Source: an optimization exercise on an open RTL-to-GDS flow (aim: small area, a short achievable clock period and few clock cycles per item). Production flows keep margins and buffers that such runs may drop.
At most, simulation tests tie the RTL to the original design; equivalence was not proved.

Setup of the baseline:
==> flow/design.v <==
module rsa_xcel_naive_RSAXcel
(
    input  logic clk,
    input  logic reset,
    input  logic [37:0]  xcel_reqstream_msg,    
    input  logic         xcel_reqstream_val,
    output logic         xcel_reqstream_rdy,
    output logic [32:0]  xcel_respstream_msg,   
    output logic         xcel_respstream_val,
    input  logic         xcel_respstream_rdy
);
    localparam K     = 4;            
    localparam NSLOT = 36;           
    localparam NCYC  = NSLOT / K;    
    localparam ST_IDLE = 2'd0;
    localparam ST_DBL  = 2'd1;       
    localparam ST_MM   = 2'd2;       
    localparam OP_SQ  = 2'd0;        
    localparam OP_MUL = 2'd1;        
    localparam OP_FIN = 2'd2;        
    logic [31:0]  b_r, e_r, n_r;     
    logic         busy;              
    logic         go_pend;           
    logic [1:0]   pend;              
    logic         t0, t1;            
    logic [1:0]   st;
    logic [1:0]   op;
    logic [3:0]   cyc;
    logic [6:0]   dcnt;
    logic [4:0]   idx;
    logic         inbit;             
    logic [32:0]  r;                 
    logic [31:0]  bt;                
    logic [34:0]  S;                 
    logic [34:1]  C;
    logic [K-1:0] dsq, dmul, dfin;   
    logic rdy_r, val_r;              
    assign xcel_reqstream_rdy = rdy_r;
    logic       acc, is_wr, deq, go_acc;
    logic [4:0] addr;
    assign acc    = xcel_reqstream_val & xcel_reqstream_rdy;
    assign is_wr  = xcel_reqstream_msg[37];
    assign addr   = xcel_reqstream_msg[36:32];
    assign go_acc = acc & is_wr & ( addr == 5'd0 );
    assign deq    = val_r & xcel_respstream_rdy;
    assign xcel_respstream_val = val_r;
    assign xcel_respstream_msg = { t0, r[31:0] & {32{~t0}} };
    logic [1:0] pend_nxt;
    logic       busy_nxt;
    assign pend_nxt = reset ? 2'd0 : pend + {1'b0, acc} - {1'b0, deq};
    always @( posedge clk ) begin
        pend  <= pend_nxt;
        busy  <= busy_nxt;
        val_r <= ( pend_nxt != 2'd0 );
        rdy_r <= ~busy_nxt & ( pend_nxt != 2'd2 );
        case ( {acc, deq} )
            2'b10: if ( pend == 2'd0 ) t0 <= is_wr; else t1 <= is_wr;
            2'b01: t0 <= t1;
            2'b11: if ( pend == 2'd1 ) t0 <= is_wr;
                   else begin t0 <= t1; t1 <= is_wr; end
            default: ;
        endcase
    end
    always @( posedge clk ) begin
        if ( acc & is_wr ) begin
            if ( addr == 5'd1 ) b_r <= xcel_reqstream_msg[31:0];
            if ( addr == 5'd2 ) e_r <= xcel_reqstream_msg[31:0];
            if ( addr == 5'd3 ) n_r <= xcel_reqstream_msg[31:0];
        end
    end
    logic rd_pend;
    assign rd_pend = ( ( pend != 2'd0 ) & ~t0 ) | ( ( pend == 2'd2 ) & ~t1 );
    logic start;
    assign start = go_pend & ~rd_pend & ( st == ST_IDLE );
    logic        dbl;
    logic        fast;
    logic [32:0] v;
    assign dbl  = start | ( st == ST_DBL );
    assign fast = n_r[31];
    assign v    = start ? {1'b0, b_r & {32{fast}}} : {bt, inbit};
    logic [34:0] add_x, add_y;
    logic [35:0] add_s;
    assign add_x = S | ( {2'b0, v} & {35{dbl}} );
    assign add_y = {C, 1'b0} | ( ~{3'b0, n_r} & {35{dbl}} );
    always @( * ) begin : bk
        logic [35:0] g, p, G, P;
        integer      d, i;
        g = {add_x & add_y, dbl};
        p = {add_x ^ add_y, 1'b0};
        G = g;
        P = p;
        for ( d = 1; d < 36; d = d * 2 )
            for ( i = 2 * d - 1; i < 36; i = i + 2 * d ) begin
                G[i] = G[i] | ( P[i] & G[i-d] );
                P[i] = P[i] & P[i-d];
            end
        for ( d = 8; d >= 1; d = d / 2 )
            for ( i = 3 * d - 1; i < 36; i = i + 2 * d ) begin
                G[i] = G[i] | ( P[i] & G[i-d] );
                P[i] = P[i] & P[i-d];
            end
        add_s = {G[35], p[35:1] ^ G[34:0]};
    end
    logic        ge;
    logic [31:0] red;                
    logic [32:0] sum;                
    assign ge  = add_s[35];
    assign red = ge ? add_s[31:0] : v[31:0];
    assign sum = add_s[32:0];
    logic [34:0] s_o, c_o;
    always @( * ) begin : csa
        logic [34:0] s, c, qn, s1, c1, s2, c2;
        logic [34:0] si [0:K];       
        logic [34:0] ci [0:K];
        logic [34:0] ab [0:K-1];
        logic        q [0:K];
        logic        x1;
        integer      j;
        for ( j = 0; j < K; j = j + 1 )
            ab[j] = {2'b0, ( r & {33{dsq[j]}} ) | ( {1'b0, bt} & {33{dmul[j]}} ) | {32'd0, dfin[j]}};
        si[0] = S;
        ci[0] = {C, 1'b0};
        q[0]  = S[0];
        q[1]  = S[1] ^ C[1] ^ ab[0][0] ^ ( q[0] & ~n_r[1] );
        for ( j = 0; j < K; j = j + 1 ) begin
            s  = si[j];
            c  = ci[j];
            if ( j + 2 <= K ) begin
                x1 = s[1] ^ c[1] ^ ( q[j] & n_r[1] );
                q[j+2] = ( s[2] ^ c[2] ^ ( q[j] & n_r[2] ) )
                       ^ ( ( s[1] & c[1] ) | ( ( s[1] | c[1] ) & q[j] & n_r[1] ) )
                       ^ ab[j][1]
                       ^ ( ( x1 & q[j] ) | ( ( x1 | q[j] ) & ab[j][0] ) )
                       ^ ( q[j+1] & ~n_r[1] )
                       ^ ab[j+1 < K ? j+1 : 0][0] & ( j + 1 < K );
            end
            qn = q[j] ? {3'b0, n_r} : 35'd0;
            s1 = s ^ c ^ qn;
            c1 = ( s & c ) | ( s & qn ) | ( c & qn );
            s1 = s1 >> 1;
            s2 = s1 ^ c1 ^ ab[j];
            c2 = ( s1 & c1 ) | ( s1 & ab[j] ) | ( c1 & ab[j] );
            si[j+1] = s2;
            ci[j+1] = {c2[33:0], 1'b0};
        end
        s = si[K];
        c = ci[K];
        s_o = s;
        c_o = c;
    end
    logic ebit;
    assign ebit = e_r[idx];
    logic cpa;                       
    assign cpa = ( st == ST_MM ) & ( cyc == NCYC[3:0] );
    logic lead;                      
    assign lead = ( st == ST_DBL ) & ( dcnt == 7'd66 );
    logic       nxt_done;
    logic [1:0] nxt_op;
    logic       nxt_dec;
    always @( * ) begin
        nxt_done = 1'b0;
        nxt_op   = op;
        nxt_dec  = 1'b0;
        if ( lead ) begin
            if ( ~ebit ) nxt_done = 1'b1;                
            else if ( idx == 5'd0 ) nxt_op = OP_FIN;
            else begin nxt_op = OP_SQ; nxt_dec = 1'b1; end
        end
        else case ( op )
            OP_SQ: begin
                if ( ebit ) nxt_op = OP_MUL;
                else if ( idx == 5'd0 ) nxt_op = OP_FIN;
                else nxt_dec = 1'b1;
            end
            OP_MUL: begin
                if ( idx == 5'd0 ) nxt_op = OP_FIN;
                else begin nxt_op = OP_SQ; nxt_dec = 1'b1; end
            end
            default: nxt_done = 1'b1;
        endcase
    end
    always @( * ) begin
        busy_nxt = busy;
        if ( go_acc ) busy_nxt = 1'b1;
        if ( lead & nxt_done ) busy_nxt = 1'b0;
        if ( ( st == ST_MM ) & ( op == OP_FIN ) & ( cyc == NCYC[3:0] - 4'd1 ) )
            busy_nxt = 1'b0;
        if ( reset ) busy_nxt = 1'b0;
    end
    always @( posedge clk ) begin
        if ( reset ) begin
            st      <= ST_IDLE;
            go_pend <= 1'b0;
        end
        else begin
            if ( go_acc ) go_pend <= 1'b1;
            if ( start ) begin
                go_pend <= 1'b0;
                st      <= ST_DBL;
            end
            if ( lead ) st <= nxt_done ? ST_IDLE : ST_MM;
            if ( cpa & nxt_done ) st <= ST_IDLE;
        end
    end
    logic [32:0]    r_nxt;           
    logic [NSLOT+K-1:0] r_ext;
    assign r_nxt = lead ? {1'b0, red} : sum;
    assign r_ext = {{(NSLOT+K-33){1'b0}}, r};
    always @( posedge clk ) begin
        S <= ( ( st == ST_MM ) & ~cpa ) ? s_o      : 35'd0;
        C <= ( ( st == ST_MM ) & ~cpa ) ? c_o[34:1] : 34'd0;
    end
    always @( posedge clk ) begin
        if ( start ) begin
            bt   <= red;
            dcnt <= fast ? 7'd32 : 7'd0;
            idx  <= 5'd31;
        end
        if ( st == ST_DBL ) begin
            bt   <= red;
            dcnt <= dcnt + 7'd1;
            if ( ~ebit & ( idx != 5'd0 ) ) idx <= idx - 5'd1;
        end
        if ( start )
            inbit <= ~fast & b_r[31];
        else
            inbit <= ~( dcnt[6] | dcnt[5] | ( dcnt[4:0] == 5'd31 ) ) & b_r[~( dcnt[4:0] + 5'd1 )];
        if ( lead | cpa ) begin
            cyc  <= 4'd0;
            op   <= nxt_op;
            if ( nxt_dec ) idx <= idx - 5'd1;
            r    <= nxt_done & lead ? 33'd1 : r_nxt;
            dsq  <= r_nxt[K-1:0] & {K{nxt_op == OP_SQ}};
            dmul <= r_nxt[K-1:0] & {K{nxt_op == OP_MUL}};
            dfin <= r_nxt[K-1:0] & {K{nxt_op == OP_FIN}};
        end
        else if ( st == ST_MM ) begin
            cyc  <= cyc + 4'd1;
            dsq  <= r_ext[(cyc+4'd1)*K +: K] & {K{op == OP_SQ}};
            dmul <= r_ext[(cyc+4'd1)*K +: K] & {K{op == OP_MUL}};
            dfin <= r_ext[(cyc+4'd1)*K +: K] & {K{op == OP_FIN}};
        end
    end
endmodule
clock: 15.0 ns
lec_check: 0
cap_margin: 20
core_margin: 2
core_utilization: 40
gpl_routability_driven: 0
gpl_timing_driven: 0
place_density: 0.6
slew_margin: 20
standard.sh (not shown) runs the stock make flow with config.mk's settings and CLKGATE_MAP_FILE= SYNTH_SCRIPT=/design/flow/synth_recipe.tcl, a recipe that flattens the netlist after the stock synthesis.
==> flow/flow/run.sh <==
#!/bin/bash
# Standard ORFS layout, with timing repair aiming below the clock period.
set -euo pipefail
bash standard.sh SETUP_SLACK_MARGIN=10.2 GPL_TIMING_DRIVEN=1 finish > standard_flow.log 2>&1
Testbench counts of the baseline, summed over its fixed seeds: cycles 70,518, items 192.
## Diff of input files: the candidate against the baseline
--- a/flow/design.v
+++ b/flow/design.v
@@ -74,8 +74,9 @@
     assign start = go_pend & ~rd_pend & ( st == ST_IDLE );
     logic        dbl;
-    logic        fast;
+    logic        fast;               
     logic [32:0] v;
     assign dbl  = start | ( st == ST_DBL );
-    assign fast = n_r[31];
+    always @( posedge clk )
+        if ( st == ST_IDLE ) fast <= n_r[31];
     assign v    = start ? {1'b0, b_r & {32{fast}}} : {bt, inbit};
     logic [34:0] add_x, add_y;
@@ -235,5 +236,5 @@
             dfin <= r_nxt[K-1:0] & {K{nxt_op == OP_FIN}};
         end
-        else if ( st == ST_MM ) begin
+        else begin
             cyc  <= cyc + 4'd1;
             dsq  <= r_ext[(cyc+4'd1)*K +: K] & {K{op == OP_SQ}};
==> summary.txt <==
The candidate went all the way through synthesis, placement and routing and the layout is clean on timing, DRC and antenna.
The initial core utilization of the baseline and that of the candidate are within noise of each other.
From the baseline to the candidate the numbers moved as follows: count of sequential standard cells rose by 1; overall global routing resource usage went up by 0.81 points; share of the final layout cell area in sequential cells now smaller; sum of buffers and inverters on the critical path lower.
For the layout overhead on the synthesized area, the candidate came in 1.5 points higher than the baseline did.
Wire length of the first global-routing pass: the candidate > the baseline
Utilization the baseline -> the candidate: up
In terms of area of the mapped netlist, the baseline and the candidate differ only marginally.
Worst setup slack, the baseline and the candidate: smaller value in the candidate
Function not checked in the candidate: the RTL went through the layout flow alone.

-- what the ideal ports hide --
Ports are ideal in the flow. The routed layouts listed here were re-timed in OpenROAD.
Step 1 (the two cells are an assumption about what drives the block):
set clk [get_ports {clk}]
set_driving_cell -lib_cell sky130_fd_sc_hd__clkbuf_16 $clk
set_driving_cell -lib_cell sky130_fd_sc_hd__buf_2 [delete_from_list [all_inputs] $clk]
Step 2 times the ports against the registers' clock, not the clock port: input delays grow and output delays shrink by t, the midpoint of the rising clock arrivals with the driver on.
Slacks: ideal / step 1 / step 2; pairs: ideal / step 1.
run	t (ns)	slack for setup (ns)	clock arrival spread, ns
the baseline	0.591	10.065 / 10.065 / 9.740	0.016 / 0.016
the candidate	0.598	10.005 / 10.005 / 9.688	0.025 / 0.026
After both steps every run listed still meets setup and hold. The setup slack of the baseline, which loses most, moves by 0.000 ns with the drivers and by -0.325 ns with both steps.
